Background: an optimization exercise with open tools, aiming at small area. Do not read the settings as production practice. Only simulation tests tie the RTL to the original design; equivalence was not proved. No driver is modelled on the clock port, so clocking that relies on it looks cheaper here than on a real chip. Power and IR drop assume default switching activity.

the baseline:
==> flow/design.v <==
`timescale 1ns / 1ps
module relu_lane (input [21:0] a, input [21:0] b, output [6:0] y);
wire [21:0] p = a ^ b;
wire [21:0] g = a & b;
wire g10 = g[1] | (p[1] & g[0]);
wire g32 = g[3] | (p[3] & g[2]);
wire p32 = p[3] & p[2];
wire g54 = g[5] | (p[5] & g[4]);
wire p54 = p[5] & p[4];
wire g30 = g32 | (p32 & g10);
wire c6 = g54 | (p54 & g30);
wire c7 = g[6] | (p[6] & c6);
wire s6 = p[6] ^ c6;
wire [8:0] c;
assign c[0] = c7;
wire Gx0 = g[8] | (p[8] & g[7]);
wire Px0 = p[8] & p[7];
wire Gx1 = g[10] | (p[10] & g[9]);
wire Px1 = p[10] & p[9];
wire Gx2 = g[12] | (p[12] & g[11]);
wire Px2 = p[12] & p[11];
wire Gx3 = g[14] | (p[14] & g[13]);
wire Px3 = p[14] & p[13];
wire Gx4 = Gx1 | (Px1 & Gx0);
wire Px4 = Px1 & Px0;
wire Gx5 = Gx3 | (Px3 & Gx2);
wire Px5 = Px3 & Px2;
wire Gx6 = Gx5 | (Px5 & Gx4);
wire Px6 = Px5 & Px4;
wire Gx7 = Gx2 | (Px2 & Gx4);
wire Px7 = Px2 & Px4;
wire Gx8 = g[9] | (p[9] & Gx0);
wire Px8 = p[9] & Px0;
wire Gx9 = g[11] | (p[11] & Gx4);
wire Px9 = p[11] & Px4;
wire Gx10 = g[13] | (p[13] & Gx7);
wire Px10 = p[13] & Px7;
assign c[1] = g[7] | (p[7] & c7);
assign c[2] = Gx0 | (Px0 & c7);
assign c[3] = Gx8 | (Px8 & c7);
assign c[4] = Gx4 | (Px4 & c7);
assign c[5] = Gx9 | (Px9 & c7);
assign c[6] = Gx7 | (Px7 & c7);
assign c[7] = Gx10 | (Px10 & c7);
assign c[8] = Gx6 | (Px6 & c7);
wire [7:0] q = p[14:7] ^ c[7:0];
wire [6:0] k;
assign k[0] = s6;
assign k[1] = k[0] & q[0];
assign k[2] = k[1] & q[1];
assign k[3] = k[2] & q[2];
assign k[4] = k[3] & q[3];
assign k[5] = k[4] & q[4];
assign k[6] = k[5] & q[5];
wire sat = q[7] | (k[6] & q[6]);
wire [6:0] r = q[6:0] ^ k;
wire [6:0] ch;
assign ch[0] = c[8];
assign ch[1] = g[15] | (p[15] & ch[0]);
assign ch[2] = g[16] | (p[16] & ch[1]);
assign ch[3] = g[17] | (p[17] & ch[2]);
assign ch[4] = g[18] | (p[18] & ch[3]);
assign ch[5] = g[19] | (p[19] & ch[4]);
assign ch[6] = g[20] | (p[20] & ch[5]);
wire c21 = ch[6];
wire neg = g[21] | (p[21] & ~c21);
assign y = neg ? 7'd0 : (r | {7{sat}});
endmodule
`timescale 1ns / 1ps
module acc_bias_relu(
    input i_add4_end,
    input clk,
    input rst_n,
    input layer1,
    output o_acc_end,
    input [15:0] i_acc_bias_fm_col,
    input i_add4_valid,
    input signed [22*32-1:0] i_add4_data,
    input signed [22*32-1:0] i_bias,
    input [15:0] i_bias_addr_base,
    output [15:0] o_sel_bias_addr,
    output [8*32-1:0] o_acc_data_out,
    output o_acc_data_out_valid
    );
wire [7*32-1:0] res;
genvar k;
generate
    for (k = 0; k < 32; k = k + 1) begin : lane
        relu_lane u (.a(i_add4_data[22*k +: 22]), .b(i_bias[22*k +: 22]), .y(res[7*k +: 7]));
    end
endgenerate
reg [7*32-1:0] d1, d2, d3, d4, d5;
always @(posedge clk) begin
    d1 <= {~res[7*32-1:7*16], res[7*16-1:0]};
    d2 <= d1;
    d3 <= d2;
    d4 <= d3;
    d5 <= d4;
end
reg [4:0] vld;
reg [15:0] sel_bias_addr_buf;
reg acc_end_ff1, acc_end_ff2;
always @(posedge clk) begin
    if (!rst_n) begin
        vld <= 0;
        sel_bias_addr_buf <= i_bias_addr_base;
        acc_end_ff1 <= 0;
        acc_end_ff2 <= 0;
    end else begin
        vld <= {vld[3:0], i_add4_valid};
        if (i_add4_end)
            sel_bias_addr_buf <= sel_bias_addr_buf + 16'd32;
        acc_end_ff1 <= i_add4_end;
        acc_end_ff2 <= acc_end_ff1;
    end
end
generate
    for (k = 0; k < 32; k = k + 1) begin : outb
        if (k < 16) begin : lo
            assign o_acc_data_out[8*k +: 8] = {1'b0, d5[7*k +: 7]};
        end else begin : hi
            assign o_acc_data_out[8*k +: 8] = {1'b0, ~(d5[7*k +: 7] | {7{~layer1}})};
        end
    end
endgenerate
assign o_acc_data_out_valid = vld[4];
assign o_sel_bias_addr = sel_bias_addr_buf;
assign o_acc_end = acc_end_ff2;
endmodule
export LEC_CHECK = 0
export CAP_MARGIN = 20
export CORE_AREA = 10 10 360 260
export DIE_AREA = 0 0 370 270
export PLACE_DENSITY = 0.8
export SLEW_MARGIN = 40
create_clock -name core_clock -period 5.0 [get_ports {clk}]
standard.sh (not shown) runs the stock make flow with config.mk's settings and CLKGATE_MAP_FILE= SYNTH_SCRIPT=/design/flow/synth_recipe.tcl, a recipe that flattens the netlist after the stock synthesis.
==> flow/flow/run.sh <==
#!/bin/bash
# The standard layout (standard.sh: ORFS with synth_recipe.tcl), with these changes:
# - each port is buffered by the smallest buffer (buf_1), not the cell buffer_ports picks;
# - the clock tree is built with the clock_tree_synthesis arguments in CTS_ARGS;
# - synthesis leaves adders to ABC (no extract_fa step) and maps the logic with
#   flow/abc_speed.script, which recovers more area than ORFS's own script.
#   The registers are mapped exactly as in the standard synthesis (that happens before ABC).
# - nor2b cells are added to the platform's don't-use list: the layer1 mask then maps to
#   nor2 gates that share one inverter of layer1.
# Every other ORFS script is used unchanged, from a copy in ./scripts.
# ORFS writes each tool's full log under orfs/logs; standard.sh's output goes to standard.log.
set -euo pipefail
export BUFFER_PORTS_ARGS="-buffer_cell sky130_fd_sc_hd__buf_1"
export CTS_ARGS="-sink_clustering_enable -repair_clock_nets -buf_list sky130_fd_sc_hd__clkbuf_4 -sink_clustering_size 10 -sink_clustering_max_diameter 35 -dont_use_dummy_load"
export PLACE_PINS_ARGS="-min_distance 1 -min_distance_in_tracks"
rm -rf scripts
cp -r "$FLOW_HOME/scripts" scripts
cp flow/abc_speed.script scripts/abc_speed.script
# skip the full/half adder extraction: the condition line becomes a constant 0
grep -q '^  \[dont_use_adder_kinds\] ne "none"$' scripts/synth.tcl
sed -i 's/^  \[dont_use_adder_kinds\] ne "none"$/  0/' scripts/synth.tcl
export SCRIPTS_DIR="$PWD/scripts"
# the platform's don't-use list (from its config.mk) plus the extra cells; on make's command
# line, as the platform's config.mk sets the variable itself
du=$(sed -n '/^export DONT_USE_CELLS += /,/^#$/p' "$FLOW_HOME/platforms/sky130hd/config.mk" | grep -o 'sky130_fd_sc_hd__[a-z0-9_]*' | tr '\n' ' ')
bash standard.sh "DONT_USE_CELLS=$du sky130_fd_sc_hd__nor2b_1 sky130_fd_sc_hd__nor2b_2 sky130_fd_sc_hd__nor2b_4" finish > standard.log 2>&1
==> flow/flow/abc_speed.script <==
strash
&get -n
&st
&dch
&nf -R 1000
&put
&get -n
&st
&dch -f
&nf -R 1000
&put
topo
stime -c
buffer -c
upsize -c
dnsize -c
Input-level comparison between the candidate and the baseline:
-- flow/design.v --
<<< the baseline, line 3
wire [21:0] p = a ^ b;
wire [21:0] g = a & b;
wire g10 = g[1] | (p[1] & g[0]);
wire g32 = g[3] | (p[3] & g[2]);
wire p32 = p[3] & p[2];
wire g54 = g[5] | (p[5] & g[4]);
wire p54 = p[5] & p[4];
wire g30 = g32 | (p32 & g10);
wire c6 = g54 | (p54 & g30);
wire c7 = g[6] | (p[6] & c6);
wire s6 = p[6] ^ c6;
>>> the candidate, line 3
wire [21:0] p = a ^ b;
wire [21:0] g = a & b;
wire [6:0] cl;
assign cl[1] = a[0] & b[0];
assign cl[2] = (a[1] & b[1]) | (a[1] & cl[1]) | (b[1] & cl[1]);
assign cl[3] = (a[2] & b[2]) | (a[2] & cl[2]) | (b[2] & cl[2]);
assign cl[4] = (a[3] & b[3]) | (a[3] & cl[3]) | (b[3] & cl[3]);
assign cl[5] = (a[4] & b[4]) | (a[4] & cl[4]) | (b[4] & cl[4]);
assign cl[6] = (a[5] & b[5]) | (a[5] & cl[5]) | (b[5] & cl[5]);
wire c6 = cl[6];
wire c7 = g[6] | (p[6] & c6);
wire s6 = p[6] ^ c6;
<<< the baseline, line 22
wire Gx3 = g[14] | (p[14] & g[13]);
wire Px3 = p[14] & p[13];
wire Gx4 = Gx1 | (Px1 & Gx0);
wire Px4 = Px1 & Px0;
wire Gx5 = Gx3 | (Px3 & Gx2);
wire Px5 = Px3 & Px2;
wire Gx6 = Gx5 | (Px5 & Gx4);
wire Px6 = Px5 & Px4;
wire Gx7 = Gx2 | (Px2 & Gx4);
wire Px7 = Px2 & Px4;
wire Gx8 = g[9] | (p[9] & Gx0);
wire Px8 = p[9] & Px0;
wire Gx9 = g[11] | (p[11] & Gx4);
wire Px9 = p[11] & Px4;
wire Gx10 = g[13] | (p[13] & Gx7);
wire Px10 = p[13] & Px7;
assign c[1] = g[7] | (p[7] & c7);
assign c[2] = Gx0 | (Px0 & c7);
assign c[3] = Gx8 | (Px8 & c7);
assign c[4] = Gx4 | (Px4 & c7);
assign c[5] = Gx9 | (Px9 & c7);
assign c[6] = Gx7 | (Px7 & c7);
assign c[7] = Gx10 | (Px10 & c7);
assign c[8] = Gx6 | (Px6 & c7);
wire [7:0] q = p[14:7] ^ c[7:0];
wire [6:0] k;
>>> the candidate, line 23
wire Gx3 = g[14] | (p[14] & g[13]);
wire Px3 = p[14] & p[13];
wire Gx4 = g[9] | (p[9] & Gx0);
wire Px4 = p[9] & Px0;
wire Gx5 = Gx1 | (Px1 & Gx0);
wire Px5 = Px1 & Px0;
wire Gx6 = g[13] | (p[13] & Gx2);
wire Px6 = p[13] & Px2;
wire Gx7 = Gx3 | (Px3 & Gx2);
wire Px7 = Px3 & Px2;
wire Gx8 = g[11] | (p[11] & Gx5);
wire Px8 = p[11] & Px5;
wire Gx9 = Gx2 | (Px2 & Gx5);
wire Px9 = Px2 & Px5;
wire Gx10 = Gx6 | (Px6 & Gx5);
wire Px10 = Px6 & Px5;
wire Gx11 = Gx7 | (Px7 & Gx5);
wire Px11 = Px7 & Px5;
assign c[1] = g[7] | (p[7] & c7);
assign c[2] = Gx0 | (Px0 & c7);
assign c[3] = Gx4 | (Px4 & c7);
assign c[4] = Gx5 | (Px5 & c7);
assign c[5] = Gx8 | (Px8 & c7);
assign c[6] = Gx9 | (Px9 & c7);
assign c[7] = Gx10 | (Px10 & c7);
assign c[8] = Gx11 | (Px11 & c7);
wire [7:0] q = p[14:7] ^ c[7:0];
wire [6:0] k;
The candidate: full flow OK, the timing, design-rule and antenna checks passed
Final-layout non-clock buffer area share ended up 1.4 points higher on the candidate than on the baseline.
Between the baseline and the candidate, the fraction of power consumed by the clock network figures differ only marginally.
Sort the candidate and the baseline by sequential power share desc -> top: the baseline
Register bit count reported by yosys came out exactly the same in the candidate and the baseline.
The baseline → the candidate: clock distribution area overhead in the final layout roughly the same, routed length on met2 higher, maximum frequency lower, final wirelength higher.
Summary of the candidate over the baseline: leakage power summed over all cells shows an increase of about 1%; met2 usage in global routing shows a reduction of 0.95 points.
In terms of sum of internal, switching and leakage power, the baseline and the candidate differ only marginally.
Higher placed instance area goes to the candidate over the baseline.
The area share of xor/xnor cells in the synthesized design in the candidate was lower than what the baseline gave.

port drivers added, routing unchanged:
No port has a modelled driver above. Below, the same layouts with a new extraction and two added sets of constraints.
Step 1: set_driving_cell puts a clkbuf_16 on clk and a buf_2 on each other input, an assumption about the parent block.
Step 2 also shifts input and output timing later by t, the mid clock arrival at the registers, as if the neighbouring blocks saw the same clock.
Three values: no drivers, after step 1, after step 2; two values: the first two.
| run | t (ns) | slack for setup (ns) | latest minus earliest clock arrival (ns) |
|---|---|---|---|
| the baseline | 1.008 | 0.758 / 0.787 / -0.221 | 0.145 / 0.146 |
| the candidate | 0.996 | 0.555 / 0.448 / -0.549 | 0.130 / 0.129 |
Met with ideal ports but missed after step 2: setup timing in the baseline and the candidate. The setup slack of the candidate, which loses most, moves by -0.107 ns with the drivers and by -1.104 ns with both steps.
